Source: an optimization exercise on an open RTL-to-GDS flow (aim: small area). Production flows keep margins and buffers that such runs may drop.
Where RTL was checked, it was by simulation tests only, not by an equivalence proof against the original.
Function not checked in runs 4 to 6: the RTL went through the layout flow alone.
No activity file was given, so power comes from the tool's default toggle rates.

[design/flow/design.v]
`timescale 1ns / 1ps
module TOP_WATCH_STOP_WATCH(
    input clk,
    input reset,
    input RX,
    input btn_run_stop, btn_clear, btn_mode,
    output TX,
    output [3:0] fnd_com,
    output [7:0] fnd_font,
    output tx_busy
);
    wire t0, baud_tick, ph1, ph3, scan_tick, scan_next, tick_10ms, tick_min;
    wire [1:0] sel;
    time_base U_TIME (
        .clk(clk), .reset(reset), .t0(t0), .baud_tick(baud_tick), .ph1(ph1), .ph3(ph3),
        .scan_tick(scan_tick), .scan_next(scan_next), .sel(sel)
    );
    div11 U_DIV11 (.clk(clk), .reset(reset), .t0(t0), .tick(tick_10ms));
    div1860 U_DIV1860 (.clk(clk), .reset(reset), .t0(t0), .tick(tick_min));
    wire p_rs, p_cl, p_md;
    debounce U_DB_RS (.clk(clk), .reset(reset), .en(scan_tick), .show(scan_next), .i_btn(btn_run_stop), .o_btn(p_rs));
    debounce U_DB_CL (.clk(clk), .reset(reset), .en(scan_tick), .show(scan_next), .i_btn(btn_clear), .o_btn(p_cl));
    debounce U_DB_MD (.clk(clk), .reset(reset), .en(scan_tick), .show(scan_next), .i_btn(btn_mode), .o_btn(p_md));
    wire [2:0] bst, ust;
    mode_fsm U_BTN_FSM (.clk(clk), .reset(reset), .ev(1'b1), .r(p_rs), .m(p_md), .c(p_cl), .st(bst));
    wire cmd;
    wire [7:0] rx_data;
    wire rx_done;
    uart_rx_lite U_RX (.clk(clk), .reset(reset), .baud_tick(baud_tick), .ph1(ph1), .ph3(ph3),
        .RX(RX), .data(rx_data), .done(rx_done), .cmd(cmd));
    uart_tx_lite U_TX (.clk(clk), .reset(reset), .baud_tick(baud_tick), .start(rx_done),
        .data(rx_data), .TX(TX), .busy(tx_busy));
    wire u_r = (rx_data == 8'h72);
    wire u_m = (rx_data == 8'h6d);
    wire u_c = (rx_data == 8'h63);
    mode_fsm U_UART_FSM (.clk(clk), .reset(reset), .ev(cmd), .r(cmd & u_r), .m(cmd & u_m), .c(cmd & u_c), .st(ust));
    wire f_mode = bst[2] | ust[2];
    wire f_run  = bst[1] | ust[1];
    wire f_clear = bst[0] | ust[0];
    wire sw_tick;
    sw_div U_SW_DIV (.clk(clk), .reset(reset), .run(f_run & f_mode), .tick(sw_tick));
    wire [14:0] sw_v, ck_v;
    bcd6000 U_SW (.clk(clk), .reset(reset), .clr(f_clear), .inc(sw_tick), .v(sw_v));
    bcd6000 U_CK (.clk(clk), .reset(reset), .clr(1'b0), .inc(tick_10ms), .v(ck_v));
    wire [6:0] mn_v;
    minutes U_MIN (.clk(clk), .reset(reset), .inc(tick_min), .v(mn_v));
    display U_DISP (.sel(sel), .f_mode(f_mode), .f_run(f_run), .sw(sw_v), .ck(ck_v), .mn(mn_v),
        .fnd_com(fnd_com), .fnd_font(fnd_font));
endmodule
module time_base (
    input clk, input reset,
    output t0, output baud_tick, output ph1, output ph3,
    output scan_tick, output scan_next, output reg [1:0] sel
);
    reg [1:0] j4, m3;
    assign t0 = m3[1] & m3[0];
    wire even = ~(j4[1] ^ j4[0]);
    assign baud_tick = ~j4[1] & ~j4[0] & ~t0;
    assign ph1 = ~j4[1] & j4[0];
    assign ph3 = j4[1] & ~j4[0];
    assign scan_tick = ~m3[1] & m3[0] & even;
    assign scan_next = m3[1] & ~m3[0] & ~even;
    always @(posedge clk, posedge reset) begin
        if (reset) begin
            j4 <= 2'b00;
            m3 <= 2'b11;
            sel <= 2'b00;
        end else begin
            j4 <= {j4[0], ~j4[1]};
            m3 <= {m3[0], ~(m3[1] | m3[0])};
            if (scan_tick) sel <= {sel[0], ~sel[1]};
        end
    end
endmodule
module div11 (input clk, input reset, input t0, output tick);
    reg [3:0] s;
    wire at = (s == 4'b1001);
    assign tick = at & ~t0;
    always @(posedge clk, posedge reset) begin
        if (reset) s <= 4'b1001;
        else s <= {s[2:0], s[3] ^ s[0] ^ at};
    end
endmodule
module div1860 (input clk, input reset, input t0, output tick);
    localparam [10:0] S = 11'b01101101010;
    reg [10:0] s;
    wire at = (s == S);
    assign tick = at & ~t0;
    always @(posedge clk, posedge reset) begin
        if (reset) s <= S;
        else s <= {s[9:0], s[10] ^ s[1] ^ at};
    end
endmodule
module sw_div (input clk, input reset, input run, output tick);
    reg [3:0] s;
    assign tick = (s == 4'b1001);
    always @(posedge clk, posedge reset) begin
        if (reset) s <= 4'b0001;
        else if (run) s <= {s[2:0], s[3] ^ s[0] ^ tick};
        else if (tick) s[3] <= 1'b0;
    end
endmodule
module debounce (input clk, input reset, input en, input show, input i_btn, output o_btn);
    reg [2:0] s;
    assign o_btn = show & s[1] & ~s[0];
    always @(posedge clk, posedge reset) begin
        if (reset) s <= 3'b000;
        else if (en) s <= i_btn ? {s[1] | s[2], s[0], ~s[2]} : 3'b000;
    end
endmodule
module mode_fsm (input clk, input reset, input ev, input r, input m, input c, output reg [2:0] st);
    localparam CLOCK_HM = 3'b000, CLOCK_SMS = 3'b010, RUN = 3'b110,
               STOP = 3'b100, CLEAR = 3'b101;
    always @(posedge clk, posedge reset) begin
        if (reset) st <= CLOCK_HM;
        else case (st)
            CLOCK_HM:  if (r) st <= CLOCK_SMS; else if (m) st <= STOP;
            CLOCK_SMS: if (r) st <= CLOCK_HM;
            RUN:       if (r) st <= STOP;
            STOP:      if (m) st <= CLOCK_HM; else if (c) st <= CLEAR; else if (r) st <= RUN;
            default:   if (ev) st <= STOP;
        endcase
    end
endmodule
module uart_rx_lite (
    input clk, input reset, input baud_tick, input ph1, input ph3, input RX,
    output reg [7:0] data, output done, output cmd
);
    reg [3:0] p, t;
    wire idle = p[3] & ~p[2] & p[0];
    wire fresh = idle & ~p[1];
    wire stop = p[3] & ~p[2] & ~p[1] & ~p[0];
    wire tz = (t == 4'd0);
    assign done = (stop & ~(ph1 & tz)) | (fresh & ph1);
    assign cmd = fresh & ph3;
    always @(posedge clk, posedge reset) begin
        if (reset) p <= 4'b1011;
        else if (baud_tick) begin
            if (idle) begin
                if (!RX) p <= 4'b1111;
                else p[1] <= 1'b1;
            end else if (t == 4'd15) p <= p + 1;
        end
    end
    always @(posedge clk) begin
        if (baud_tick) begin
            if (idle) t <= 4'd0;
            else t <= t + 1;
        end
    end
    always @(posedge clk) begin
        if (~p[3] && t == 4'd7) data[p[2:0]] <= RX;
    end
endmodule
module uart_tx_lite (
    input clk, input reset, input baud_tick, input start, input [7:0] data,
    output reg TX, output reg busy
);
    reg [3:0] p, t;
    wire idle = p[3] & ~p[1] & p[0];
    wire st = p[3] & p[1];
    wire send = ~p[3];
    always @(posedge clk, posedge reset) begin
        if (reset) p <= 4'b1001;
        else if (idle) begin
            if (start) p <= 4'b1111;
        end else if (baud_tick && t == 4'd15) p <= p + 1;
    end
    always @(posedge clk) begin
        if (idle) t <= 4'd0;
        else if (baud_tick) t <= t + 1;
    end
    always @(posedge clk, posedge reset) begin
        if (reset) begin
            TX <= 1'b1;
            busy <= 1'b0;
        end else begin
            TX <= send ? data[p[2:0]] : ~st;
            busy <= send | st;
        end
    end
endmodule
module bcd6000 (input clk, input reset, input clr, input inc, output [14:0] v);
    reg [2:0] d3;
    reg [3:0] d2, d1, d0;
    assign v = {d3, d2, d1, d0};
    wire wrap = d3[2] & d3[1];           
    wire c0 = inc & ~wrap;
    wire c1 = c0 & d0[3] & d0[0];        
    wire c2 = c1 & d1[3] & d1[0];
    wire c3 = c2 & d2[3] & d2[0];
    function [3:0] dnext(input [3:0] d, input e);
        dnext = {d[3] ^ (e & d[0] & (d[3] | (d[2] & d[1]))),
                 d[2] ^ (e & d[0] & d[1]),
                 d[1] ^ (e & d[0] & ~d[3]),
                 d[0] ^ e};
    endfunction
    always @(posedge clk, posedge reset) begin
        if (reset) {d3, d2, d1, d0} <= 0;
        else if (clr | (inc & wrap)) {d3, d2, d1, d0} <= 0;
        else begin
            d0 <= dnext(d0, c0);
            d1 <= dnext(d1, c1);
            d2 <= dnext(d2, c2);
            d3 <= {d3[2] ^ (c3 & d3[1] & d3[0]), d3[1] ^ (c3 & d3[0]), d3[0] ^ c3};
        end
    end
endmodule
module minutes (input clk, input reset, input inc, output [6:0] v);
    reg [3:0] q;
    reg [2:0] tens;
    reg [3:0] ones;
    assign v = {tens, ones};
    wire w63 = tens[2] & tens[1] & ones[1] & ones[0];
    wire w1000 = q[3] & q[2] & q[1] & q[0] & tens[2] & ~tens[1] & ~tens[0] & ~ones[3] & ~ones[2] & ~ones[1] & ~ones[0];
    wire e1 = inc & ones[3] & ones[0];
    wire eq = inc & w63;
    always @(posedge clk, posedge reset) begin
        if (reset) {q, tens, ones} <= 0;
        else if (inc & w1000) {q, tens, ones} <= 0;
        else begin
            if (eq) {tens, ones} <= 0;
            else begin
                ones <= {ones[3] ^ (inc & ones[0] & (ones[3] | (ones[2] & ones[1]))),
                         ones[2] ^ (inc & ones[0] & ones[1]),
                         ones[1] ^ (inc & ones[0] & ~ones[3]),
                         ones[0] ^ inc};
                tens <= {tens[2] ^ (e1 & tens[1] & tens[0]), tens[1] ^ (e1 & tens[0]), tens[0] ^ e1};
            end
            q <= q ^ {eq & q[2] & q[1] & q[0], eq & q[1] & q[0], eq & q[0], eq};
        end
    end
endmodule
module display (
    input [1:0] sel, input f_mode, input f_run,
    input [14:0] sw, input [14:0] ck, input [6:0] mn,
    output [3:0] fnd_com, output [7:0] fnd_font
);
    wire [14:0] src = f_mode ? sw : ck;
    reg [3:0] digit;
    always @(*) begin
        if (f_mode | f_run) begin
            case (sel)
                2'b00: digit = src[3:0];
                2'b01: digit = src[7:4];
                2'b11: digit = src[11:8];
                default: digit = (src[14:12] == 3'd6) ? 4'd0 : {1'b0, src[14:12]};
            endcase
        end else begin
            case (sel)
                2'b00: digit = mn[3:0];
                2'b01: digit = {1'b0, mn[6:4]};
                default: digit = 4'd0;
            endcase
        end
    end
    reg [6:0] seg;
    always @(*) begin
        if (digit[3]) seg = digit[0] ? 7'h10 : 7'h00;
        else case (digit[2:0])
            3'd0: seg = 7'h40;
            3'd1: seg = 7'h79;
            3'd2: seg = 7'h24;
            3'd3: seg = 7'h30;
            3'd4: seg = 7'h19;
            3'd5: seg = 7'h12;
            3'd6: seg = 7'h02;
            default: seg = 7'h78;
        endcase
    end
    assign fnd_font = {sel != 2'b11, seg};
    assign fnd_com = {sel != 2'b10, sel != 2'b11, sel != 2'b01, sel != 2'b00};
endmodule
[design/flow/run.sh]
#!/bin/bash
# synth_recipe.tcl (not shown) runs the flow's synth.tcl, then flattens the netlist and writes it again
# the make line also repeats each setting of config.mk as NAME=value (left out here)
make -C /OpenROAD-flow-scripts/flow DESIGN_CONFIG=/design/flow/config.mk WORK_HOME=/design/flow/orfs CLKGATE_MAP_FILE= SYNTH_SCRIPT=/design/flow/synth_recipe.tcl finish
[design/flow/config.mk]
export PLATFORM = sky130hd
export DESIGN_NAME = TOP_WATCH_STOP_WATCH
export DESIGN_NICKNAME = TOP_WATCH_STOP_WATCH
export VERILOG_FILES = /design/flow/design.v
export SDC_FILE = /design/flow/constraint.sdc
export NUM_CORES = 4
export LEC_CHECK = 0
export CAP_MARGIN = 20
export CORE_MARGIN = 2
export CORE_UTILIZATION = 40
export SLEW_MARGIN = 20
[design/flow/constraint.sdc]
create_clock -name core_clock -period 200.0 [get_ports {clk}]
set_input_delay 40.0000 -clock core_clock [delete_from_list [all_inputs] [get_ports {clk}]]
set_output_delay 40.0000 -clock core_clock [all_outputs]
set_load 0.01 [all_outputs]
==> results of run 1 <==
==> stage by stage <==
stage | std cells | hold slack, ns | total power, mW | util [%]
after floorplan | 532 | 0.346 | 0.0259 | -
after global placement | 713 | 0.355 | 0.0275 | 43.6
after detailed placement | 713 | 0.357 | 0.0276 | 43.6
after CTS | 729 | 0.363 | 0.0468 | 46.0
after global routing | 729 | 0.366 | 0.0481 | 46.0
final | 729 | 0.359 | 0.0462 | 46.0
==> logic make-up (layout without fill, tap and decap cells) <==
family	Yosys count	in the layout	share of synthesized area (%)
AOI/OAI and AO/OA	78	78	9.69
xor gates and xnor gates	32	32	5.12
adders and majority gates	23	23	5.23
buffers and inverters	28	49	2.81
DFF	107	107	50.0
muxes	20	20	4.39
and+or+nand+nor	244	244	22.8
==> cell type report <==
type                    instances  area [um^2]  share of cell area [%]
flip-flops and latches        107         2740                    44.8
clock buffers                  10          250                    4.09
clock inverters                 6         67.6                    1.10
well taps                     176          220                    3.60
repair buffers                 20          198                    3.23
multi-input cells             397         2590                    42.4
inverters                      13         50.0                   0.818
==> placed cells by master (no fill, tap or decap), types with 10 or more instances in the layout <==
cell             Yosys  routed
o21ai_0             20      20
nor2b_1             25      25
clkbuf_16            0      10
nor2_1              69      69
nand3_1             23      23
dfstp_2             17      17
a21oi_1             20      20
dfrtp_1             74      74
inv_1               13      12
xnor2_1             19      19
xor2_1              13      13
mux2_2              11      11
edfxtp_1            12      12
nand2_1             56      56
clkdlybuf4s50_1      0      19
ha_1                22      22
nand2b_1            14      14
==> worst paths after layout <==
kind | endpoint | slack, ns | depth (start not counted)
min | U_DIV1860.s[9]$_DFF_PP1_ | 0.36 | 0
min reg2reg | U_DIV1860.s[9]$_DFF_PP1_ | 0.36 | 0
max reg2reg | U_TX.p[2]$_DFFE_PP0P_ | 197.67 | 7
max in group asynchronous | U_SW_DIV.s[3]$_DFFE_PP0P_ | 158.87 | 3
max | fnd_font[3] | 156.80 | 7
min in group asynchronous | U_CK.d0[0]$_DFF_PP0_ | 39.92 | 2
==> power breakdown <==
group	internal [mW]	total [mW]	switching, mW
combinational	0.00213	0.00465	0.00252
clock	0.0106	0.0191	0.00850
sequential	0.0222	0.0225	0.000336
==> routing by layer <==
layer,vias up,share of wire (%),global-route usage [%]
met2,34,47,24.3
met5,-,0,0
met1,1843,49,20.8
li1,1885,-,-
met4,0,1.8,6.40
met3,13,2.6,3.43
==> results.tsv, run 1 <==
stage	metric	value	unit
run_status	status	finished clean	
cells_and_area	num-nets-final	576	
sta	skew	0.0114	ns
synthesis	synth_cells	532	
sta	tightest_slew	0.951	ns
cells_and_area	regMostFlops	U_DIV1860.s	
synthesis	ys_top_cells_by_count	dfrtp_1, nor2_1, nand2_1	
die	core	0.0133	mm^2
place	port_buffers	19	
synthesis	ys_async_sr_fraction	85.0	%
synthesis	synth_ff_type	dfrtp_1	
sta	setup_tns	0	ns
detailed_routing	drc	0	
clocking	htreeDepth	3	
cells_and_area	area_growth	11.6	%
critical_path	worst_ep_required_time	160.00	ns
global_routing	grt_remaining_overflow	0	
clocking	cts_buffer_depth	2	
global_routing	grtUsageTotal	15.5	%
power	max-vdd-ir-drop	0.00000460	V
synthesis	synth_nets	560	
cells_and_area	largest_register_ffs	11	
global_routing	grt_pass1_wl	17900	um
synthesis	synth_edf_count	12	
clocking	cts_tree	built	
worst_hold_path	worstHoldStart	U_DIV1860.s[8]$_DFF_PP1_	
global_routing	grt_antenna_before_repair	0	
detailed_routing	vias_per_cell	5.18	
global_routing	grt_start_max_net_pins	74	
critical_path	r2r_start	U_TIME.j4[1]$_DFF_PP0_	
worst_hold_path	hold_class	flip-flop to flip-flop	
cells_and_area	fillers	1231	
place	place_ws	157.16	ns
critical_path	crit_top_cell	a21oi_1	
critical_path	cp.arrival	3.21	ns
clocking	cts-hold-fix-buffers	0	
critical_path	cpLargestDelayFamily	flip-flops	
die	dieArea	0.0146	mm^2
die	die_h	121	um
detailed_routing	wire_per_inst	14.4	um
die	die_width	121	um
synthesis	ys_ff_latch	107	
critical_path	cp-end-kind	output port	
critical_path	crit_path_start	U_TIME.sel[0]$_DFFE_PP0P_	
detailed_routing	wl	10500	um
run	drv_cap	0	
detailed_routing	ant_nets	0	
place	routabilityCongestion	0.832	
power	p_per_area	7.56	mW/mm^2
cells_and_area	diodes	0	
critical_path	path_buf_inv	1	
cells_and_area	final_layout_size_suffix_gt1_share	11.2	%
synthesis	ys_top_cells_by_area	dfrtp_1, dfstp_2, edfxtp_1	
synthesis	yosysTopAreaCell	dfrtp_1	
clocking	clk_pin_slew	0.08	ns
synthesis	ys_types	68	
critical_path	path_class	flip-flop to output port	
synthesis	syn_area_per_cell	10.3	um^2
critical_path	cp_max_fo	27	
synthesis	syn-cell-area	0.00548	mm^2
clocking	postCtsSetupRepairBufs	0	
die	io_pins	20	
power	power_leakage	2.63	nW
detailed_routing	vias	3775	
sta	rsz0062_at_grt	no	
detailed_routing	drtIter0Drc	308	
die	rows	42	
synthesis	seq_area_frac_synth	50.0	%
synthesis	synth_top_area_share	33.8	%
sta	slew_headroom	36.4	%
global_routing	grt_pass1_vias	3696	
clocking	cts_sinks	107	
synthesis	synth.most_common_cell	dfrtp_1	
clocking	cts_resized	0	
sta	fmax	23.1	MHz
place	place_area	0.00580	mm^2
die	start_util	41.2	%
critical_path	crit_path_start_kind	flip-flop	
clocking	clk_latency	0.36	ns
sta	finalSetupViolCount	0	
cells_and_area	design_area	0.00611	mm^2
critical_path	slowest_stage	dfrtp_1	
clocking	cts_root_buffer	clkbuf_16	
clocking	cts_buffers	9	
critical_path	worstPathCellList	nor2_1 > a21oi_1 > a21oi_1 > o311a_4 > or3_1 > o22ai_1 > clkdlybuf4s50_1	
sta	setup_slack	156.80	ns
sta	period_share	21.6	%
sta	timing.final.crit_period	43.21	ns
synthesis	yosys_warnings	11	
place	hpwl	7410	um
detailed_routing	firstDrtPassIters	4	
sta	hold_viol	0	
critical_path	slowest_delay	0.92	ns
sta	maxSlewViolCount	0	
==> run 2, diff against run 1 <==
==> design/flow/flow/run.sh (new file) <==
#!/bin/bash
# Standard ORFS layout with two changes: synthesis maps the logic with an
# area-oriented ABC script (registers are mapped before ABC, as in the standard
# synthesis, so they are the same), and ports are buffered with buf_1.
set -euo pipefail
W=$(pwd)
F=$W/flow
export MY_ABC_SCRIPT=$F/area.abc
bash "$W/standard.sh" "SYNTH_SCRIPT=$F/synth.tcl" "ADDER_MAP_FILE=" \
  "BUFFER_PORTS_ARGS=-buffer_cell sky130_fd_sc_hd__buf_1" finish > "$W/flow_make.log" 2>&1
==> design/flow/flow/area.abc (new file) <==
strash; &get -n; &deepsyn -T 30; &put; dch; amap
==> design/flow/flow/synth.tcl (new file) <==
proc synth {args} { yosys synth -nofsm -noshare {*}$args }
proc abc {args} {
  set i [lsearch -exact $args -script]
  if {$i >= 0 && [info exists ::env(MY_ABC_SCRIPT)] && $::env(MY_ABC_SCRIPT) ne ""} {
    set args [lreplace $args [expr {$i + 1}] [expr {$i + 1}] $::env(MY_ABC_SCRIPT)]
  }
  yosys abc {*}$args
}
source $::env(SCRIPTS_DIR)/synth.tcl
# left out here: clear keep_hierarchy, flatten, clean up, hide names made inside functions, write 1_2_yosys.v
==> design/flow/standard.sh (new file) <==
#!/bin/bash
# synth_recipe.tcl (not shown) runs the flow's synth.tcl, then flattens the netlist and writes it again
# the make line also repeats each setting of config.mk as NAME=value (left out here)
make -C /OpenROAD-flow-scripts/flow DESIGN_CONFIG=/design/flow/config.mk WORK_HOME=/design/flow/orfs CLKGATE_MAP_FILE= SYNTH_SCRIPT=/design/flow/synth_recipe.tcl "${@:-finish}"
removed: design/flow/run.sh
==> results.tsv, run 2 <==
stage	metric	value	unit	change
place	port_buffers	19		unchanged
detailed_routing	drtIter0Drc	214		-31%
detailed_routing	firstDrtPassIters	15		+11
cells_and_area	final_layout_size_suffix_gt1_share	6.99	%	-4.2 points
power	switching_share	26.6	%	+2.1 points
sta	period_share	21.5	%	-0.076 points
synthesis	synth-simple-area-share	21.9	%	-0.84 points
die	rows	39		-7.1%
cells_and_area	fillers	1134		-7.9%
critical_path	path_buf_inv	2		+1
clocking	cts_sinks	107		unchanged
critical_path	cpLargestDelayFamily	simple AND/OR/NAND/NOR gates		
place	place_area	0.00504	mm^2	-13%
synthesis	ys_ff_latch	107		unchanged
sta	whs	0.368	ns	+0.00859 ns
synthesis	syn-cell-area	0.00477	mm^2	-13%
die	core	0.0115	mm^2	-13%
critical_path	crit_path_start	U_BTN_FSM.st[2]$_DFFE_PP0P_		
global_routing	grtUsageTotal	16.2	%	+0.66 points
place	place_ws	157.38	ns	+0.224 ns
power	p_per_area	9.19	mW/mm^2	+22%
die	die_h	113	um	-6.5%
clocking	htreeDepth	3		unchanged
synthesis	ys_async_sr_fraction	85.0	%	unchanged
detailed_routing	wire_per_inst	13.7	um	-5.1%
synthesis	synth.most_common_cell	nor2_1		
power	switchingPower	0.0131	mW	+16%
global_routing	grt_antenna_before_repair	0		unchanged
clocking	clk_pin_slew	0.07	ns	about the same
sta	tightest_slew	0.866	ns	-0.0846 ns
synthesis	ys_top_cells_by_area	dfrtp_1, dfstp_2, nor2_1		
sta	timing.final.crit_period	43.05	ns	-0.152 ns
power	p_int	0.0362	mW	+3.8%
cells_and_area	diodes	0		unchanged
power	max-vdd-ir-drop	0.00000439	V	-4.6%
clocking	cts_buffers	9		unchanged
global_routing	grt_start_max_net_pins	72		-2.7%
global_routing	grt_pass1_wl	16700	um	-7.0%
cells_and_area	regMostFlops	U_DIV1860.s		
detailed_routing	wl	9570	um	-8.8%
cells_and_area	layout_commonest_cell	nor2_1		
critical_path	cp.arrival	3.05	ns	-0.16 ns
sta	maxSlewViolCount	0		unchanged
synthesis	synth_ff_type	dfrtp_1		
sta	hold_viol	0		unchanged
synthesis	yosys_warnings	11		unchanged
cells_and_area	final_cell_mix	nor2_1, dfrtp_1, clkinv_1		
clocking	postCtsSetupRepairBufs	0		unchanged
synthesis	ys_top_cells_by_count	nor2_1, dfrtp_1, clkinv_1		
clocking	cts_buffer_depth	2		unchanged
synthesis	ys_types	40		-41%
sta	slew_headroom	42.3	%	+5.9 points
synthesis	synth_cells	520		-2.3%
synthesis	synth_top_area_share	38.8	%	+5.0 points
critical_path	cp-end-kind	output port		
clocking	cts-hold-fix-buffers	0		unchanged
place	hpwl	7070	um	-4.6%
worst_hold_path	holdPathStages	0		unchanged
sta	fmax	23.2	MHz	+0.35%
clocking	cts_root_buffer	clkbuf_16		
run	drv_cap	0		unchanged
power	comb_power_share	13.9	%	+3.8 points
die	io_pins	20		unchanged
synthesis	seq_area_frac_synth	57.4	%	+7.4 points
sta	setup_slack	156.95	ns	+0.152 ns
global_routing	grt_pass1_vias	3614		-2.2%
critical_path	crit_path_start_kind	flip-flop		
cells_and_area	num-nets-final	559		-3.0%
cells_and_area	design_area	0.00537	mm^2	-12%
sta	setup_tns	0	ns	unchanged
die	dieArea	0.0128	mm^2	-13%
critical_path	crit_top_cell	nor2_1		
clocking	clk_latency	0.35	ns	about the same
detailed_routing	drc	0		unchanged
sta	skew	0.00521	ns	-0.00617 ns
synthesis	syn_area_per_cell	9.17	um^2	-11%
worst_hold_path	hold_class	flip-flop to flip-flop		
critical_path	r2r_cells	11		+4
synthesis	yosysTopAreaCell	dfrtp_1		
synthesis	synth_nets	526		-6.1%
sta	finalSetupViolCount	0		unchanged
detailed_routing	vias_per_cell	5.30		+2.3%
critical_path	slowest_delay	0.41	ns	-0.51 ns
power	clock_power_share	38.2	%	-3.1 points
cells_and_area	area_growth	12.6	%	
cells_and_area	utilization	46.6	%	+0.63 points
critical_path	r2r_start	U_DIV1860.s[1]$_DFF_PP1_		
place	routabilityCongestion	0.898		+7.9%
worst_hold_path	worstHoldStart	U_DIV1860.s[8]$_DFF_PP1_		
critical_path	cp.depth	12		+5
power	power_leakage	2.06	nW	-22%
synthesis	synthAdderAreaFrac	0	%	-5.2 points
global_routing	grt_remaining_overflow	0		unchanged
detailed_routing	ant_nets	0		unchanged
clocking	cts_tree	built		
critical_path	cp_max_fo	6		-78%
cells_and_area	largest_register_ffs	11		unchanged
synthesis	synth_xor_area_share	0	%	-5.1 points
critical_path	worst_ep_required_time	160.00	ns	about the same
critical_path	worstPathCellList	nor2_1 > clkinv_1 > nor2_1 > o21ai_0 > a2111oi_0 > nor2_1 > o21ai_0 > nand2_1 > nor2_1 > nor2_1 > nor2_1 > buf_1		
critical_path	path_class	flip-flop to output port		
die	die_width	113	um	-6.5%
power	seq_power_share	47.9	%	-0.7 points
clocking	cts_resized	0		unchanged
synthesis	synth_edf_count	12		unchanged
die	start_util	41.4	%	+0.21 points
run_status	status	finished clean		
detailed_routing	vias	3713		-1.6%
sta	rsz0062_at_grt	no		
synthesis	synth_top_family_by_area	simple AND/OR/NAND/NOR gates		
synthesis	synth_compound_area_share	14.9	%	+5.2 points
synthesis	synthMuxAreaShare	0	%	-4.4 points
critical_path	slowest_stage	dfrtp_1		
==> run 2: cells by family after synthesis <==
group           after synthesis
buf+inv                      72
compound gates              107
flops                       107
simple gates                234
==> run 2: final cells by class <==
cell class              instances  area (um^2)  area share (%)
well taps                     143          179            3.33
clock buffers                  12          267            4.96
clock inverters                 4         55.1            1.03
flip-flops and latches        107         2740            51.0
multi-input cells             341         1760            32.8
inverters                      71          268            4.99
repair buffers                 23          101            1.89
==> run 2: metal layers <==
layer	share of wire, %	vias to the layer above	global-route usage, %
met5	0	-	0
met4	1.1	0	4.23
met3	3.5	9	4.61
met2	49	63	26.1
met1	47	1751	21.5
li1	-	1890	-
==> run 2: worst paths after layout <==
check	end	slack, ns
max in group asynchronous	U_CK.d1[0]$_DFF_PP0_	159.24
min in group asynchronous	U_DIV1860.s[2]$_DFF_PP0_	39.59
hold / removal	U_DIV1860.s[9]$_DFF_PP1_	0.37
setup reg to reg	U_MIN.q[3]$_DFF_PP0_	197.14
setup / recovery	fnd_font[6]	156.95
hold reg to reg	U_DIV1860.s[9]$_DFF_PP1_	0.37
==> run 2: power groups by stage <==
| stage | Clock (mW) | Sequential (mW) | Combinational, mW |
|---|---|---|---|
| 5_1_grt | 0.0201 | 0.0238 | 0.00770 |
| 3_5_place_dp | 0 | 0.0241 | 0.00685 |
| 3_3_place_gp | 0 | 0.0240 | 0.00667 |
| 4_1_cts | 0.0193 | 0.0236 | 0.00686 |
| 6_report | 0.0189 | 0.0236 | 0.00685 |
| 2_1_floorplan | 0 | 0.0239 | 0.00516 |
==> run 2: per-stage QoR <==
step	cells	total power, mW
finish	701	0.0494
global route	701	0.0516
CTS	701	0.0498
detailed placement	685	0.0309
global placement	685	0.0307
floorplan	520	0.0290
==> run 2: worst reg2reg max path: stages (launching register included) <==
cell and delay (ns):
dfstp_2 0.56, nand2_1 0.06, nor4_1 0.25, nand4_1 0.16
nor2_1 0.23, nand3_1 0.16, nor3_1 0.59, and3_1 0.29
nor2_1 0.06, nor2b_1 0.23, nor2_1 0.06, a21oi_1 0.13
==> run 3, diff against run 2 <==
--- a/design/flow/config.mk
+++ b/design/flow/config.mk
@@ -10,2 +10,3 @@
 export CORE_UTILIZATION = 40
+export CTS_BUF_LIST = sky130_fd_sc_hd__clkbuf_8
 export SLEW_MARGIN = 20
==> results.tsv, run 3 <==
stage	metric	value	unit	change
sta	maxSlewViolCount	0		unchanged
place	place_ws	157.38	ns	unchanged
run_status	status	finished clean		
cells_and_area	area_growth	10.5	%	
power	power_leakage	2.01	nW	-2.2%
cells_and_area	utilization	45.7	%	-0.88 points
synthesis	synth_edf_count	12		unchanged
global_routing	use_met1	21.2	%	-0.24 points
synthesis	seq_area_frac_synth	57.4	%	unchanged
worst_hold_path	worstHoldEndpoint	U_DIV1860.s[9]$_DFF_PP1_		
sta	tightest_slew	0.873	ns	+0.00650 ns
synthesis	synth.most_common_cell	nor2_1		
clocking	cts_root_buffer	clkbuf_8		
synthesis	syn-cell-area	0.00477	mm^2	unchanged
critical_path	r2r_cells	11		unchanged
clocking	postCtsSetupRepairBufs	0		unchanged
critical_path	cp.arrival	3.07	ns	+0.02 ns
clocking	cts_sinks	107		unchanged
cells_and_area	layout.cells.non_filler	701		unchanged
cells_and_area	largest_register_ffs	11		unchanged
detailed_routing	vias	3690		-0.62%
detailed_routing	drtIter0Drc	183		-14%
sta	fmax	23.2	MHz	about the same
place	routabilityCongestion	0.898		unchanged
die	dieArea	0.0128	mm^2	unchanged
sta	rsz0062_at_grt	no		
global_routing	grt_pass1_vias	3619		+0.14%
die	io_pins	20		unchanged
power	max-vdd-ir-drop	0.00000348	V	-21%
synthesis	synth_top_area_share	38.8	%	unchanged
sta	setup_tns	0	ns	unchanged
die	die_width	113	um	unchanged
cells_and_area	diodes	0		unchanged
clocking	cts_resized	0		unchanged
sta	setup_slack	156.93	ns	-0.0180 ns
critical_path	cp-end-kind	output port		
critical_path	r2r_setup_slack	197.12	ns	-0.02 ns
place	dp.cells	685		unchanged
clocking	clk_latency	0.37	ns	+0.02 ns
global_routing	grt_start_max_net_pins	72		unchanged
synthesis	synth_cells	520		unchanged
die	start_util	41.4	%	unchanged
worst_hold_path	worstHoldStart	U_DIV1860.s[8]$_DFF_PP1_		
critical_path	r2r_start	U_DIV1860.s[1]$_DFF_PP1_		
synthesis	ys_top_cells_by_area	dfrtp_1, dfstp_2, nor2_1		
synthesis	syn_area_per_cell	9.17	um^2	unchanged
worst_hold_path	hold_class	flip-flop to flip-flop		
run	drv_cap	0		unchanged
detailed_routing	ant_nets	0		unchanged
detailed_routing	firstDrtPassIters	16		+1
global_routing	use_met2	26.3	%	+0.20 points
synthesis	synth_ff_type	dfrtp_1		
synthesis	ys_async_sr_fraction	85.0	%	unchanged
power	p_per_area	8.53	mW/mm^2	-7.2%
critical_path	crit_path_start_kind	flip-flop		
die	rows	39		unchanged
clocking	cts_buffer_depth	2		unchanged
sta	timing.final.crit_period	43.07	ns	+0.0180 ns
synthesis	ys_top_cells_by_count	nor2_1, dfrtp_1, clkinv_1		
cells_and_area	final_cell_mix	nor2_1, dfrtp_1, clkinv_1		
place	hpwl	7070	um	unchanged
synthesis	ys_types	40		unchanged
clocking	cts_buffers	9		unchanged
clocking	cts-hold-fix-buffers	0		unchanged
critical_path	cp_max_fo	6		unchanged
cells_and_area	layout_commonest_cell	nor2_1		
detailed_routing	drc	0		unchanged
sta	slew_headroom	41.8	%	-0.43 points
sta	finalSetupViolCount	0		unchanged
global_routing	grtUsageMet3	4.93	%	+0.32 points
detailed_routing	wire_per_inst	13.6	um	-0.10%
clocking	htreeDepth	3		unchanged
clocking	clk_pin_slew	0.10	ns	+0.03 ns
cells_and_area	num-nets-final	559		unchanged
global_routing	busiest_layer	met2		
power	finalPower	0.0449	mW	-9.0%
critical_path	path_class	flip-flop to output port		
synthesis	synth_nets	526		unchanged
sta	skew	0.00672	ns	+0.00150 ns
synthesis	ys_ff_latch	107		unchanged
clocking	cts_tree	built		
global_routing	grtUsageTotal	16.2	%	+0.059 points
global_routing	grt_remaining_overflow	0		unchanged
cells_and_area	fillers	1150		+1.4%
global_routing	grt_antenna_before_repair	0		unchanged
sta	period_share	21.5	%	about the same
cells_and_area	final_layout_size_suffix_gt1_share	6.99	%	unchanged
die	core	0.0115	mm^2	unchanged
synthesis	yosys_warnings	11		unchanged
critical_path	worstReg2RegEnd	U_MIN.q[3]$_DFF_PP0_		
cells_and_area	regMostFlops	U_DIV1860.s		
synthesis	yosysTopAreaCell	dfrtp_1		
die	die_h	113	um	unchanged
sta	hold_viol	0		unchanged
global_routing	grt_pass1_wl	16600	um	-0.25%
place	port_buffers	19		unchanged
detailed_routing	wl	9560	um	-0.10%
worst_hold_path	holdPathStages	0		unchanged
detailed_routing	vias_per_cell	5.26		-0.62%
critical_path	worst_ep_required_time	160.00	ns	about the same
[run 3: cell counts after synthesis]
No cell type changed its count.
[run 3: metrics by stage]
stage	hold slack [ns]	area [um^2]
6_report	0.372	5270
5_1_grt	0.376	5270
2_1_floorplan	0.354	4770
3_3_place_gp	0.356	5040
3_5_place_dp	0.361	5040
4_1_cts	0.374	5260
[run 3: report_power, final]
part | switching, mW | internal (mW) | total [mW]
registers | 0.000708 | 0.0229 | 0.0236
clock network | 0.00753 | 0.00694 | 0.0145
logic | 0.00440 | 0.00244 | 0.00684
total | 0.0126 | 0.0323 | 0.0449
[run 3: worst max-delay path, cell delays in order, from the launching register on]
cell and delay [ns]:
dfrtp_1 0.42, nor2_1 0.36, clkinv_1 0.22, nor2_1 0.27
o21ai_0 0.13, a2111oi_0 0.33, nor2_1 0.07, o21ai_0 0.24
nand2_1 0.10, nor2_1 0.21, nor2_1 0.08, nor2_1 0.10
buf_1 0.15
[run 3: area by class of cell]
type | count | area (um^2) | share of cell area (%)
Sequential cell | 107 | 2740 | 52.0
Multi-Input combinational cell | 341 | 1760 | 33.4
Inverter | 71 | 268 | 5.08
Tap cell | 143 | 179 | 3.40
Clock buffer | 12 | 165 | 3.14
Timing Repair Buffer | 23 | 101 | 1.92
Clock inverter | 4 | 55.1 | 1.05
[run 3: per-layer routing]
layer / part of all wire, % / wire length [um] / vias to the layer above
li1: - / - / 1883
met3: 3.7 / 356 / 7
met2: 48 / 4600 / 58
met4: 1.1 / 106 / 0
met5: 0 / 0 / -
met1: 47 / 4500 / 1742
[run 3: worst max-delay path by stage]
stage	slack, ns	end	start	depth (start not counted)
after CTS	156.94	fnd_font[6]	U_BTN_FSM.st[2]$_DFFE_PP0P_	12
after floorplan	157.79	fnd_font[3]	U_BTN_FSM.st[2]$_DFFE_PP0P_	10
final	156.93	fnd_font[6]	U_BTN_FSM.st[2]$_DFFE_PP0P_	12
after global placement	157.51	fnd_font[5]	U_BTN_FSM.st[2]$_DFFE_PP0P_	12
after detailed placement	157.38	fnd_font[6]	U_BTN_FSM.st[2]$_DFFE_PP0P_	12
after global routing	156.64	fnd_font[6]	U_BTN_FSM.st[2]$_DFFE_PP0P_	12
[run 3: cells by family (layout without fill, tap and decap cells)]
logic type | after synthesis | in the layout | share of synthesized area [%]
AND/OR/NAND/NOR | 234 | 234 | 21.9
AO/OA/AOI/OAI | 107 | 107 | 14.9
flip-flops | 107 | 107 | 57.4
buffers and inverters | 72 | 110 | 5.75
==> run 4, diff against run 3 <==
--- a/design/flow/design.v
+++ b/design/flow/design.v
@@ -62,3 +62,3 @@
     assign scan_next = m3[1] & ~m3[0] & ~even;
-    always @(posedge clk, posedge reset) begin
+    always @(posedge clk) begin
         if (reset) begin
@@ -66,3 +66,2 @@
             m3 <= 2'b11;
-            sel <= 2'b00;
         end else begin
@@ -70,4 +69,7 @@
             m3 <= {m3[0], ~(m3[1] | m3[0])};
-            if (scan_tick) sel <= {sel[0], ~sel[1]};
-        end
+        end
+    end
+    always @(posedge clk, posedge reset) begin
+        if (reset) sel <= 2'b00;
+        else if (scan_tick) sel <= {sel[0], ~sel[1]};
     end
@@ -78,3 +80,3 @@
     assign tick = at & ~t0;
-    always @(posedge clk, posedge reset) begin
+    always @(posedge clk) begin
         if (reset) s <= 4'b1001;
@@ -88,3 +90,3 @@
     assign tick = at & ~t0;
-    always @(posedge clk, posedge reset) begin
+    always @(posedge clk) begin
         if (reset) s <= S;
@@ -96,3 +98,3 @@
     assign tick = (s == 4'b1001);
-    always @(posedge clk, posedge reset) begin
+    always @(posedge clk) begin
         if (reset) s <= 4'b0001;
@@ -105,3 +107,3 @@
     assign o_btn = show & s[1] & ~s[0];
-    always @(posedge clk, posedge reset) begin
+    always @(posedge clk) begin
         if (reset) s <= 3'b000;
@@ -135,3 +137,3 @@
     assign cmd = fresh & ph3;
-    always @(posedge clk, posedge reset) begin
+    always @(posedge clk) begin
         if (reset) p <= 4'b1011;
@@ -162,3 +164,3 @@
     wire send = ~p[3];
-    always @(posedge clk, posedge reset) begin
+    always @(posedge clk) begin
         if (reset) p <= 4'b1001;
@@ -197,3 +199,3 @@
     endfunction
-    always @(posedge clk, posedge reset) begin
+    always @(posedge clk) begin
         if (reset) {d3, d2, d1, d0} <= 0;
@@ -214,8 +216,12 @@
     wire w63 = tens[2] & tens[1] & ones[1] & ones[0];
-    wire w1000 = q[3] & q[2] & q[1] & q[0] & tens[2] & ~tens[1] & ~tens[0] & ~ones[3] & ~ones[2] & ~ones[1] & ~ones[0];
+    wire w1000 = q[3] & q[2] & q[1] & q[0] & tens[2];    
     wire e1 = inc & ones[3] & ones[0];
     wire eq = inc & w63;
-    always @(posedge clk, posedge reset) begin
-        if (reset) {q, tens, ones} <= 0;
-        else if (inc & w1000) {q, tens, ones} <= 0;
+    always @(posedge clk) begin
+        if (reset | (inc & w1000)) q <= 0;
+        else q <= q ^ {eq & q[2] & q[1] & q[0], eq & q[1] & q[0], eq & q[0], eq};
+    end
+    always @(posedge clk, posedge reset) begin
+        if (reset) {tens, ones} <= 0;
+        else if (inc & w1000) {tens, ones} <= 0;
         else begin
@@ -229,3 +235,2 @@
             end
-            q <= q ^ {eq & q[2] & q[1] & q[0], eq & q[1] & q[0], eq & q[0], eq};
         end
@@ -238,36 +243,28 @@
 );
-    wire [14:0] src = f_mode ? sw : ck;
-    reg [3:0] digit;
+    wire k0 = ~sel[1] & ~sel[0];
+    wire k1 = ~sel[1] & sel[0];
+    wire k2 = sel[1] & sel[0];
+    wire k3 = sel[1] & ~sel[0];
+    reg [3:0] dsw, dck, dmn;
     always @(*) begin
-        if (f_mode | f_run) begin
-            case (sel)
-                2'b00: digit = src[3:0];
-                2'b01: digit = src[7:4];
-                2'b11: digit = src[11:8];
-                default: digit = (src[14:12] == 3'd6) ? 4'd0 : {1'b0, src[14:12]};
-            endcase
-        end else begin
-            case (sel)
-                2'b00: digit = mn[3:0];
-                2'b01: digit = {1'b0, mn[6:4]};
-                default: digit = 4'd0;
-            endcase
-        end
-    end
-    reg [6:0] seg;
-    always @(*) begin
-        if (digit[3]) seg = digit[0] ? 7'h10 : 7'h00;
-        else case (digit[2:0])
-            3'd0: seg = 7'h40;
-            3'd1: seg = 7'h79;
-            3'd2: seg = 7'h24;
-            3'd3: seg = 7'h30;
-            3'd4: seg = 7'h19;
-            3'd5: seg = 7'h12;
-            3'd6: seg = 7'h02;
-            default: seg = 7'h78;
+        case (sel)
+            2'b00: begin dsw = sw[3:0]; dck = ck[3:0]; dmn = mn[3:0]; end
+            2'b01: begin dsw = sw[7:4]; dck = ck[7:4]; dmn = {1'b0, mn[6:4]}; end
+            2'b11: begin dsw = sw[11:8]; dck = ck[11:8]; dmn = 4'd0; end
+            default: begin dsw = {1'b0, sw[14:12]}; dck = {1'b0, ck[14:12]}; dmn = 4'd0; end
         endcase
     end
-    assign fnd_font = {sel != 2'b11, seg};
-    assign fnd_com = {sel != 2'b10, sel != 2'b11, sel != 2'b01, sel != 2'b00};
-endmodule
+    wire [3:0] d = f_mode ? dsw : f_run ? dck : dmn;
+    wire [3:0] digit = {d[3], d[2] & ~(k3 & d[1]), d[1] & ~(k3 & d[2]), d[0]};
+    wire [3:0] d_ = digit;
+    wire [6:0] seg;
+    assign seg[0] = (~d_[3] & ~d_[2] & ~d_[1] & d_[0]) | (d_[2] & ~d_[1] & ~d_[0]);
+    assign seg[1] = (d_[2] & ~d_[1] & d_[0]) | (d_[2] & d_[1] & ~d_[0]);
+    assign seg[2] = (~d_[2] & d_[1] & ~d_[0]);
+    assign seg[3] = (~d_[3] & ~d_[2] & ~d_[1] & d_[0]) | (d_[2] & ~d_[1] & ~d_[0]) | (d_[2] & d_[1] & d_[0]);
+    assign seg[4] = (d_[2] & ~d_[1]) | d_[0];
+    assign seg[5] = (~d_[3] & ~d_[2] & d_[0]) | (~d_[2] & d_[1]) | (d_[1] & d_[0]);
+    assign seg[6] = (~d_[3] & ~d_[2] & ~d_[1]) | (d_[2] & d_[1] & d_[0]);
+    assign fnd_font = {~k2, seg};
+    assign fnd_com = {~k3, ~k2, ~k1, ~k0};
+endmodule
==> design/flow/flow/run.sh (replaced) <==
#!/bin/bash
# Standard ORFS layout with two changes: synthesis maps the logic with several
# area-oriented ABC scripts and keeps the smallest result (registers are mapped
# before ABC runs, as in the standard synthesis, so they are the same), and
# ports are buffered with buf_1. make's full output goes to flow_make.log; each
# ORFS step also keeps its own log under orfs/logs.
set -euo pipefail
W=$(pwd)
F=$W/flow
export MY_ABC_SCRIPTS="$F/ds1.abc $F/ds2.abc $F/ds3.abc $F/ds4.abc $F/ds5.abc $F/ds6.abc"
bash "$W/standard.sh" "SYNTH_SCRIPT=$F/synth.tcl" "ADDER_MAP_FILE=" \
  "BUFFER_PORTS_ARGS=-buffer_cell sky130_fd_sc_hd__buf_1" finish > "$W/flow_make.log" 2>&1
==> design/flow/flow/ds1.abc (new file) <==
strash; &get -n; &deepsyn -S 1 -T 15; &put; dch; amap
==> design/flow/flow/ds2.abc (new file) <==
strash; &get -n; &deepsyn -S 2 -T 15; &put; dch; amap
==> design/flow/flow/ds3.abc (new file) <==
strash; &get -n; &deepsyn -S 3 -T 15; &put; dch; amap
==> design/flow/flow/ds4.abc (new file) <==
strash; &get -n; &deepsyn -S 4 -T 15; &put; dch; amap
==> design/flow/flow/ds5.abc (new file) <==
strash; &get -n; &deepsyn -S 5 -T 15; &put; dch; amap
==> design/flow/flow/ds6.abc (new file) <==
strash; &get -n; &deepsyn -S 6 -T 15; &put; dch; amap
==> design/flow/flow/synth.tcl (replaced) <==
proc synth {args} { yosys synth -nofsm -noshare {*}$args }
# Map the logic with each ABC script in MY_ABC_SCRIPTS and keep the smallest
# result. Registers are mapped before ABC runs, so every try has the same ones.
proc abc {args} {
  set i [lsearch -exact $args -script]
  if {$i < 0 || ![info exists ::env(MY_ABC_SCRIPTS)] || $::env(MY_ABC_SCRIPTS) eq ""} {
    yosys abc {*}$args
    return
  }
  design -save pre_abc
  set best_area -1
  set n 0
  foreach scr $::env(MY_ABC_SCRIPTS) {
    incr n
    design -load pre_abc
    yosys abc {*}[lreplace $args [expr {$i + 1}] [expr {$i + 1}] $scr]
    set f [file join $::env(OBJECTS_DIR) abc_try_$n.txt]
    tee -q -o $f stat {*}$::lib_args
    set fh [open $f r]
    set txt [read $fh]
    close $fh
    if {[regexp {Chip area for module '[^']*': ([0-9.]+)} $txt -> area]} {
      puts "ABC try $n ($scr): area $area"
      if {$best_area < 0 || $area < $best_area} {
        set best_area $area
        design -save best_abc
      }
    }
  }
  design -load best_abc
  puts "ABC best area $best_area"
}
source $::env(SCRIPTS_DIR)/synth.tcl
# left out here: clear keep_hierarchy, flatten, clean up, hide names made inside functions, write 1_2_yosys.v
--- a/design/flow/config.mk
+++ b/design/flow/config.mk
@@ -9,4 +9,6 @@
 export CORE_MARGIN = 2
-export CORE_UTILIZATION = 40
+export CORE_UTILIZATION = 65
 export CTS_BUF_LIST = sky130_fd_sc_hd__clkbuf_8
+export CTS_CLUSTER_DIAMETER = 60
+export CTS_CLUSTER_SIZE = 24
 export SLEW_MARGIN = 20
removed: design/flow/flow/area.abc
==> results.tsv, run 4 <==
stage	metric	value	unit	change
run_status	status	finished clean		
clocking	clk_pin_slew	0.11	ns	about the same
synthesis	ys_ff_latch	107		unchanged
critical_path	r2r_setup_slack	196.93	ns	-0.19 ns
place	place_area	0.00468	mm^2	-7.2%
global_routing	grt_pass1_wl	16400	um	-1.7%
sta	period_share	21.8	%	+0.24 points
worst_hold_path	hold_class	flip-flop to flip-flop		
clocking	cts_buffers	9		unchanged
synthesis	syn-cell-area	0.00449	mm^2	-5.9%
cells_and_area	diodes	0		unchanged
cells_and_area	final_layout_size_suffix_gt1_share	3.65	%	-3.3 points
sta	fmax	23.0	MHz	-1.1%
run	drv_cap	0		unchanged
place	routabilityCongestion	0.883		-1.6%
critical_path	endpoint	fnd_font[3]		
critical_path	worstReg2RegEnd	U_MIN.tens[2]$_DFF_PP0_		
detailed_routing	firstDrtPassIters	5		-11
synthesis	ys_types	43		+7.5%
detailed_routing	ant_nets	0		unchanged
detailed_routing	drtIter0Drc	216		+18%
die	io_pins	20		unchanged
critical_path	cp-end-kind	output port		
synthesis	synth_ff_type	dfxtp_1		
cells_and_area	num-nets-final	576		+3.0%
global_routing	grt_pass1_vias	3566		-1.5%
detailed_routing	vias	3859		+4.6%
critical_path	slowest_delay	0.42	ns	about the same
sta	slew_headroom	27.7	%	-14 points
cells_and_area	utilization	73.2	%	+27 points
critical_path	r2r_cells	12		+1
synthesis	yosys_warnings	11		unchanged
die	die_width	87.1	um	-23%
cells_and_area	largest_register_ffs	11		unchanged
sta	hold_viol	0		unchanged
sta	setup_tns	0	ns	unchanged
sta	tightest_slew	1.08	ns	+0.204 ns
clocking	clk_latency	0.39	ns	+0.02 ns
sta	maxSlewViolCount	0		unchanged
power	power_leakage	1.74	nW	-14%
synthesis	synth_cells	537		+3.3%
synthesis	syn_area_per_cell	8.36	um^2	-8.9%
clocking	postCtsSetupRepairBufs	0		unchanged
cells_and_area	layout_commonest_cell	nor2_1		
synthesis	ys_top_cells_by_count	nor2_1, dfxtp_1, clkinv_1		
synthesis	ys_top_cells_by_area	dfxtp_1, nor2_1, dfrtp_1		
synthesis	synth_top_area_share	34.8	%	-4.0 points
clocking	cts-hold-fix-buffers	0		unchanged
clocking	cts_tree	built		
synthesis	synth_nets	543		+3.2%
cells_and_area	final_cell_mix	nor2_1, dfxtp_1, clkinv_1		
power	finalPower	0.0442	mW	-1.6%
critical_path	worst_ep_required_time	160.00	ns	about the same
sta	timing.final.crit_period	43.54	ns	+0.471 ns
synthesis	seq_area_frac_synth	52.3	%	-5.1 points
critical_path	crit_path_start_kind	flip-flop		
place	hpwl	6930	um	-2.0%
detailed_routing	wl	9720	um	+1.6%
cells_and_area	regMostFlops	U_DIV1860.s		
global_routing	grt_antenna_before_repair	0		unchanged
place	port_buffers	19		unchanged
global_routing	grt_remaining_overflow	0		unchanged
critical_path	slowest_stage	dfrtp_1		
sta	rsz0062_at_grt	no		
sta	finalSetupViolCount	0		unchanged
cells_and_area	fillers	532		-54%
power	max-vdd-ir-drop	0.00000570	V	+64%
die	start_util	66.8	%	+25 points
global_routing	grt_start_max_net_pins	28		-61%
cells_and_area	area_growth	9.68	%	
critical_path	r2r_start	U_DIV1860.s[5]$_SDFF_PP1_		
critical_path	cp.arrival	3.54	ns	+0.47 ns
clocking	cts_buffer_depth	2		unchanged
critical_path	worstPathCellList	nor2_1 > clkinv_1 > nor2_1 > clkinv_1 > nor4_1 > nor2_1 > o21ai_0 > clkinv_1 > nor2_1 > nor2_1 > o21ai_0 > clkinv_1 > buf_1		
synthesis	synth.most_common_cell	nor2_1		
synthesis	synth_edf_count	12		unchanged
die	rows	30		-23%
global_routing	grtUsageTotal	27.6	%	+11 points
clocking	cts_resized	0		unchanged
detailed_routing	wire_per_inst	14.8	um	+8.7%
die	dieArea	0.00758	mm^2	-41%
detailed_routing	drc	0		unchanged
critical_path	crit_path_start	U_BTN_FSM.st[2]$_DFFE_PP0P_		
die	die_h	87.1	um	-23%
clocking	htreeDepth	3		unchanged
clocking	cts_sinks	107		unchanged
critical_path	path_class	flip-flop to output port		
synthesis	yosysTopAreaCell	dfxtp_1		
power	p_per_area	8.98	mW/mm^2	+5.3%
cells_and_area	design_area	0.00492	mm^2	-6.6%
detailed_routing	vias_per_cell	5.89		+12%
critical_path	cp_max_fo	6		unchanged
sta	skew	0.00673	ns	+0.0000167 ns
critical_path	crit_top_cell	nor2_1		
die	core	0.00672	mm^2	-42%
clocking	cts_root_buffer	clkbuf_8		
synthesis	ys_async_sr_fraction	15.9	%	-69 points
[run 4: logic make-up (layout without fill, tap and decap cells)]
logic type	after synthesis	after routing	synth area share, %
AOI/OAI and AO/OA	114	114	16.3
buffers and inverters	70	108	5.94
DFF	107	107	52.3
and+or+nand+nor	246	246	25.4
[run 4: worst min-delay path by stage]
stage	startpoint	to	slack (ns)	cells past startpoint
after CTS	U_DIV1860.s[6]$_SDFF_PP1_	U_DIV1860.s[7]$_SDFF_PP0_	0.44	2
after detailed placement	U_DIV1860.s[6]$_SDFF_PP1_	U_DIV1860.s[7]$_SDFF_PP0_	0.42	2
after global routing	U_DIV1860.s[3]$_SDFF_PP1_	U_DIV1860.s[4]$_SDFF_PP0_	0.46	2
after floorplan	U_DIV1860.s[6]$_SDFF_PP1_	U_DIV1860.s[7]$_SDFF_PP0_	0.39	2
after global placement	U_DIV1860.s[6]$_SDFF_PP1_	U_DIV1860.s[7]$_SDFF_PP0_	0.41	2
final	U_DIV1860.s[6]$_SDFF_PP1_	U_DIV1860.s[7]$_SDFF_PP0_	0.44	2
[run 4: worst max-delay path: cells and delay by family (launching register included)]
family                 cells  cell delay (ns)
AND/OR/NAND/NOR            6             1.29
buffers and inverters      5             0.94
AO/OA/AOI/OAI              2             0.49
flip-flops                 1             0.42
[run 4: cell type report]
type	instances	area, um^2	share of cell area (%)
Timing Repair Buffer	23	101	2.06
Inverter	69	259	5.26
Sequential cell	107	2350	47.7
Clock buffer	9	124	2.52
Tap cell	80	100	2.03
Multi-Input combinational cell	360	1870	38.0
Clock inverter	7	116	2.36
[run 4: stage by stage]
step                worst slack, ns  hold WS (ns)  cells
finish                       156.46         0.439    655
detailed placement           157.01         0.417    639
floorplan                    157.56         0.393    537
global placement             157.19         0.405    639
CTS                          156.57         0.438    655
global route                 156.25         0.456    655
[run 4: power breakdown]
part | switching, mW | leakage, nW | internal [mW]
Combinational | 0.00388 | 0.644 | 0.00172
Sequential | 0.000622 | 0.975 | 0.0224
Clock | 0.00818 | 0.121 | 0.00742
[run 4: routing by layer]
| metal | track usage, % | vias up | routed length (um) |
|---|---|---|---|
| met5 | 0 | - | 0 |
| met4 | 9.94 | 0 | 192 |
| met3 | 5.50 | 16 | 396 |
| met2 | 45.2 | 88 | 4700 |
| met1 | 36.5 | 1800 | 4420 |
| li1 | - | 1955 | - |
==> run 5, diff against run 4 <==
--- a/design/flow/config.mk
+++ b/design/flow/config.mk
@@ -9,6 +9,4 @@
 export CORE_MARGIN = 2
-export CORE_UTILIZATION = 65
+export CORE_UTILIZATION = 40
 export CTS_BUF_LIST = sky130_fd_sc_hd__clkbuf_8
-export CTS_CLUSTER_DIAMETER = 60
-export CTS_CLUSTER_SIZE = 24
 export SLEW_MARGIN = 20
==> results.tsv, run 5 <==
stage	metric	value	unit	change
run_status	status	finished clean		
detailed_routing	vias_per_cell	5.28		-10%
cells_and_area	layout_commonest_cell	nor2_1		
critical_path	worst_ep_required_time	160.00	ns	about the same
synthesis	ys_types	43		unchanged
critical_path	r2r_setup_slack	196.93	ns	about the same
synthesis	yosys_warnings	11		unchanged
sta	setup_tns	0	ns	unchanged
power	power_leakage	1.73	nW	-0.65%
cells_and_area	design_area	0.00498	mm^2	+1.3%
critical_path	crit_path_start	U_BTN_FSM.st[2]$_DFFE_PP0P_		
critical_path	r2r_cells	12		unchanged
critical_path	endpoint	fnd_font[0]		
synthesis	ys_ff_latch	107		unchanged
detailed_routing	drc	0		unchanged
die	start_util	41.2	%	-26 points
sta	rsz0062_at_grt	no		
synthesis	synth.most_common_cell	nor2_1		
place	routabilityCongestion	0.924		+4.6%
power	p_per_area	8.75	mW/mm^2	-2.6%
synthesis	yosysTopAreaCell	dfxtp_1		
clocking	cts_tree	built		
cells_and_area	regMostFlops	U_DIV1860.s		
global_routing	grt_pass1_vias	3431		-3.8%
cells_and_area	fillers	1047		+97%
clocking	cts_resized	0		unchanged
sta	hold_viol	0		unchanged
synthesis	synth_ff_type	dfxtp_1		
detailed_routing	wl	9900	um	+1.9%
sta	skew	0.0156	ns	+0.00882 ns
global_routing	grt_remaining_overflow	0		unchanged
synthesis	syn-cell-area	0.00449	mm^2	unchanged
sta	maxSlewViolCount	0		unchanged
critical_path	r2r_start	U_DIV1860.s[5]$_SDFF_PP1_		
cells_and_area	largest_register_ffs	11		unchanged
critical_path	cp-end-kind	output port		
die	dieArea	0.0121	mm^2	+59%
detailed_routing	firstDrtPassIters	5		unchanged
place	port_buffers	19		unchanged
synthesis	ys_top_cells_by_count	nor2_1, dfxtp_1, clkinv_1		
cells_and_area	final_cell_mix	nor2_1, dfxtp_1, clkinv_1		
detailed_routing	vias	3778		-2.1%
power	max-vdd-ir-drop	0.00000506	V	-11%
die	core	0.0109	mm^2	+62%
detailed_routing	wire_per_inst	13.9	um	-6.6%
sta	period_share	21.7	%	-0.052 points
die	die_width	110	um	+26%
die	rows	38		+27%
sta	fmax	23.0	MHz	+0.24%
critical_path	worstReg2RegEnd	U_MIN.tens[2]$_DFF_PP0_		
synthesis	ys_async_sr_fraction	15.9	%	unchanged
synthesis	seq_area_frac_synth	52.3	%	unchanged
global_routing	grtUsageTotal	17.5	%	-10 points
clocking	cts_buffers	9		unchanged
place	place_area	0.00476	mm^2	+1.6%
global_routing	grt_start_max_net_pins	28		unchanged
clocking	postCtsSetupRepairBufs	0		unchanged
clocking	clk_pin_slew	0.09	ns	-0.02 ns
critical_path	path_class	flip-flop to output port		
sta	timing.final.crit_period	43.44	ns	-0.105 ns
clocking	clk_latency	0.40	ns	about the same
critical_path	cp_max_fo	6		unchanged
global_routing	grt_antenna_before_repair	0		unchanged
die	die_h	110	um	+26%
cells_and_area	num-nets-final	576		unchanged
cells_and_area	area_growth	11.1	%	
die	io_pins	20		unchanged
synthesis	ys_top_cells_by_area	dfxtp_1, nor2_1, dfrtp_1		
place	hpwl	7280	um	+5.0%
sta	whs	0.423	ns	-0.0156 ns
synthesis	synth_top_area_share	34.8	%	unchanged
clocking	cts-hold-fix-buffers	0		unchanged
sta	slew_headroom	34.1	%	+6.4 points
power	finalPower	0.0436	mW	-1.3%
synthesis	synth_cells	537		unchanged
clocking	cts_buffer_depth	2		unchanged
critical_path	crit_path_start_kind	flip-flop		
synthesis	synth_nets	543		unchanged
clocking	cts_sinks	107		unchanged
sta	finalSetupViolCount	0		unchanged
run	drv_cap	0		unchanged
cells_and_area	diodes	0		unchanged
global_routing	grt_pass1_wl	16200	um	-0.92%
critical_path	cp.arrival	3.44	ns	-0.10 ns
detailed_routing	drtIter0Drc	266		+23%
cells_and_area	final_layout_size_suffix_gt1_share	3.65	%	unchanged
detailed_routing	ant_nets	0		unchanged
clocking	htreeDepth	3		unchanged
worst_hold_path	hold_class	flip-flop to flip-flop		
sta	tightest_slew	0.981	ns	-0.0957 ns
synthesis	syn_area_per_cell	8.36	um^2	unchanged
synthesis	synth_edf_count	12		unchanged
clocking	cts_root_buffer	clkbuf_8		
run 5: cell counts after synthesis:
Identical to the previous run, type by type.
run 5: worst min path at each step:
stage | cells after the start | start | endpoint | slack, ns
final | 2 | U_DIV1860.s[6]$_SDFF_PP1_ | U_DIV1860.s[7]$_SDFF_PP0_ | 0.42
after CTS | 2 | U_DIV1860.s[6]$_SDFF_PP1_ | U_DIV1860.s[7]$_SDFF_PP0_ | 0.42
after floorplan | 2 | U_DIV1860.s[6]$_SDFF_PP1_ | U_DIV1860.s[7]$_SDFF_PP0_ | 0.39
after global placement | 2 | U_DIV1860.s[6]$_SDFF_PP1_ | U_DIV1860.s[7]$_SDFF_PP0_ | 0.40
after detailed placement | 2 | U_DIV1860.s[6]$_SDFF_PP1_ | U_DIV1860.s[7]$_SDFF_PP0_ | 0.41
after global routing | 2 | U_DIV1860.s[6]$_SDFF_PP1_ | U_DIV1860.s[7]$_SDFF_PP0_ | 0.44
run 5: area by class of cell:
| type | instances | area [um^2] | share of cell area (%) |
|---|---|---|---|
| multi-input combinational | 360 | 1880 | 37.7 |
| clock buffer | 9 | 124 | 2.48 |
| sequential | 107 | 2350 | 47.1 |
| timing repair buffer | 23 | 101 | 2.03 |
| inverter | 69 | 259 | 5.20 |
| clock inverter | 7 | 100 | 2.01 |
| tap | 140 | 175 | 3.51 |
run 5: critical path, cell delays in order (launching register included):
cell and delay (ns):
dfrtp_1 0.41, nor2_1 0.36, clkinv_1 0.22, nor2_1 0.23, clkinv_1 0.17, nor4_1 0.34, nor2_1 0.08, o21ai_0 0.15
clkinv_1 0.19, nand2_1 0.14, o41ai_1 0.13, nor2_1 0.12, o21ai_0 0.13, nor2_1 0.21, buf_1 0.19
run 5: metal layers:
metal,part of all wire [%],track usage [%],up-vias
met5,0,0,-
met4,2.1,7.41,0
met3,3.8,5.63,18
met2,44,26.6,63
met1,50,22.8,1738
li1,-,-,1959
run 5: logic make-up (layout without fill, tap and decap cells):
family                 Yosys count  in the layout  synth area share (%)
AND/OR/NAND/NOR                246            246                  25.4
flip-flops                     107            107                  52.3
buffers and inverters           70            108                  5.94
AO/OA/AOI/OAI                  114            114                  16.3
run 5: stage by stage:
step | utilization [%] | cells | setup WS [ns]
detailed placement | 43.7 | 699 | 157.05
CTS | 45.7 | 715 | 156.61
finish | 45.8 | 715 | 156.56
global route | 45.8 | 715 | 156.23
floorplan | - | 537 | 157.56
global placement | 43.7 | 699 | 157.16
run 5: report_power, final:
part / total [mW] / switching [mW] / internal, mW
Sequential: 0.0230 / 0.000609 / 0.0224
Combinational: 0.00567 / 0.00395 / 0.00172
Clock: 0.0149 / 0.00779 / 0.00716
Total: 0.0436 / 0.0123 / 0.0313
==> run 6, diff against run 5 <==
==> design/flow/flow/run.sh (replaced) <==
#!/bin/bash
# Standard ORFS layout with three changes: synthesis maps the logic with several
# area-oriented ABC scripts and keeps the smallest result (registers are mapped
# before ABC runs, as in the standard synthesis, so they are the same); ports
# are buffered with buf_1; and clock tree synthesis uses clkbuf_8 without
# dummy loads. make's full output goes to flow_make.log; each
# ORFS step also keeps its own log under orfs/logs.
set -euo pipefail
W=$(pwd)
F=$W/flow
export MY_ABC_SCRIPTS="$F/ds1.abc $F/ds2.abc $F/ds3.abc $F/ds4.abc $F/ds5.abc $F/ds6.abc"
bash "$W/standard.sh" "SYNTH_SCRIPT=$F/synth.tcl" "ADDER_MAP_FILE=" \
  "BUFFER_PORTS_ARGS=-buffer_cell sky130_fd_sc_hd__buf_1" \
  "CTS_ARGS=-sink_clustering_enable -repair_clock_nets -buf_list sky130_fd_sc_hd__clkbuf_8 -dont_use_dummy_load" \
  finish > "$W/flow_make.log" 2>&1
--- a/design/flow/config.mk
+++ b/design/flow/config.mk
@@ -10,3 +10,2 @@
 export CORE_UTILIZATION = 40
-export CTS_BUF_LIST = sky130_fd_sc_hd__clkbuf_8
 export SLEW_MARGIN = 20
==> results.tsv, run 6 <==
stage	metric	value	unit	change
cells_and_area	num-nets-final	573		-0.52%
synthesis	yosysTopAreaCell	dfxtp_1		
die	io_pins	20		unchanged
sta	maxSlewViolCount	0		unchanged
sta	fmax	22.9	MHz	-0.43%
worst_hold_path	hold_class	flip-flop to flip-flop		
critical_path	r2r_setup_slack	197.16	ns	+0.23 ns
clocking	cts_tree	built		
synthesis	synth.most_common_cell	nor2_1		
clocking	postCtsSetupRepairBufs	0		unchanged
die	rows	38		unchanged
power	power_leakage	1.66	nW	-4.1%
place	routabilityCongestion	0.916		-0.81%
power	max-vdd-ir-drop	0.00000523	V	+3.2%
sta	tightest_slew	1.01	ns	+0.0284 ns
sta	hold_viol	0		unchanged
synthesis	ys_types	40		-7.0%
detailed_routing	wire_per_inst	13.3	um	-4.3%
synthesis	ys_async_sr_fraction	15.9	%	unchanged
synthesis	synth_xor_area_share	0	%	unchanged
clocking	clk_latency	0.37	ns	-0.03 ns
synthesis	synth_edf_count	12		unchanged
synthesis	synthMuxAreaShare	0	%	unchanged
critical_path	worstPathCellList	clkinv_1 > nor2_1 > clkinv_1 > o22ai_1 > nor4_1 > o41ai_1 > nor2_1 > a2111oi_0 > nor2_1 > o21ai_0 > buf_1		
worst_hold_path	worstHoldStart	U_DIV1860.s[6]$_SDFF_PP1_		
cells_and_area	largest_register_ffs	11		unchanged
synthesis	ys_ff_latch	107		unchanged
clocking	htreeDepth	3		unchanged
clocking	cts_buffers	9		unchanged
global_routing	use_met2	28.2	%	+1.5 points
clocking	cts-hold-fix-buffers	0		unchanged
run_status	status	finished clean		
synthesis	synth_top_family_by_area	simple AND/OR/NAND/NOR gates		
die	start_util	41.1	%	-0.10 points
critical_path	r2r_cells	11		-1
cells_and_area	area_growth	8.61	%	
place	place_area	0.00474	mm^2	-0.39%
global_routing	grt_pass1_wl	16100	um	-0.56%
die	die_h	110	um	-0.12%
critical_path	worstReg2RegEnd	U_MIN.tens[2]$_DFF_PP0_		
clocking	cts_resized	0		unchanged
detailed_routing	drc	0		unchanged
sta	rsz0062_at_grt	no		
critical_path	cp_max_fo	6		unchanged
die	dieArea	0.0121	mm^2	-0.25%
sta	skew	0.0292	ns	+0.0137 ns
cells_and_area	diodes	0		unchanged
synthesis	yosys_warnings	11		unchanged
cells_and_area	final_cell_mix	nor2_1, dfxtp_1, clkinv_1		
run 6: changes by cell type after synthesis, sizes merged, moves of 5 or more:
cell   before  now
a21oi      31   26
nand2      30   40
nor2      109  100
nor3       49   43
o21ai      21   29
run 6: power breakdown:
| group | total [mW] | leakage [nW] | internal (mW) | switching, mW |
|---|---|---|---|---|
| Sequential | 0.0229 | 0.975 | 0.0225 | 0.000486 |
| Combinational | 0.00522 | 0.618 | 0.00152 | 0.00370 |
| Clock | 0.0104 | 0.0647 | 0.00406 | 0.00634 |
| Total | 0.0386 | 1.66 | 0.0280 | 0.0105 |
run 6: per-layer routing:
metal / vias to the layer above / routed length, um
met5: - / 0
met1: 1717 / 4610
met2: 47 / 4280
met4: 0 / 189
met3: 17 / 270
li1: 1950 / -
run 6: kinds of logic (layout without fill, tap and decap cells):
| group | Yosys count | in the layout |
|---|---|---|
| flops | 107 | 107 |
| compound gates | 117 | 117 |
| buf+inv | 70 | 100 |
| simple gates | 241 | 241 |
run 6: worst max path at each step:
stage	from	end	cells after the start	slack (ns)
6_report	U_TIME.sel[1]$_DFFE_PP0P_	fnd_font[5]	11	156.38
5_1_grt	U_TIME.sel[1]$_DFFE_PP0P_	fnd_font[5]	11	155.95
4_1_cts	U_TIME.sel[1]$_DFFE_PP0P_	fnd_font[5]	11	156.45
3_5_place_dp	U_TIME.sel[1]$_DFFE_PP0P_	fnd_font[5]	11	156.89
3_3_place_gp	U_TIME.sel[0]$_DFFE_PP0P_	fnd_font[5]	11	157.12
2_1_floorplan	U_TIME.sel[0]$_DFFE_PP0P_	fnd_font[3]	10	157.31
run 6: critical path: cells and delay by family, from the launching register on:
family	cells	cell delay [ns]
flops	1	0.39
simple gates	4	0.69
compound gates	4	1.64
buf+inv	3	0.54
run 6: area by class of cell:
type	instances	area, um^2	share of cell area, %
well taps	140	175	3.60
multi-input cells	358	1860	38.3
clock buffers	9	124	2.55
repair buffers	22	93.8	1.93
inverters	69	259	5.33
flip-flops and latches	107	2350	48.3
run 6: stage by stage:
stage | total power [mW] | instances | hold slack [ns] | worst slack (ns)
2_1_floorplan | 0.0271 | 535 | 0.398 | 157.31
3_3_place_gp | 0.0285 | 696 | 0.405 | 157.12
3_5_place_dp | 0.0286 | 696 | 0.409 | 156.89
4_1_cts | 0.0390 | 705 | 0.422 | 156.45
5_1_grt | 0.0407 | 705 | 0.447 | 155.95
6_report | 0.0386 | 705 | 0.420 | 156.38

## re-timing with driven ports
How much do the figures lean on ideal ports? The routed layouts below were timed once more, with nothing changed but the port constraints. Step 1, drivers: a clkbuf_16 drives clk and a buf_2 each remaining input, both assumed. Step 2 times the ports against the registers' clock, not the clock port: input delays grow and output delays shrink by t, the midpoint of the rising clock arrivals with the driver on. Three values: no drivers, after step 1, after step 2; two values: the first two.
run	t (ns)	setup slack, ns	worst data-port slew with drivers (ns)
run 1	0.395	156.795 / 156.752 / 157.146	0.03
run 2	0.383	156.947 / 156.909 / 157.291	0.03
run 3	0.404	156.929 / 156.893 / 157.297	0.03
run 4	0.415	156.458 / 156.427 / 156.842	0.03
run 5	0.426	156.563 / 156.525 / 156.951	0.03
run 6	0.384	156.378 / 156.346 / 156.729	0.03
After both steps every run listed still meets setup and hold.
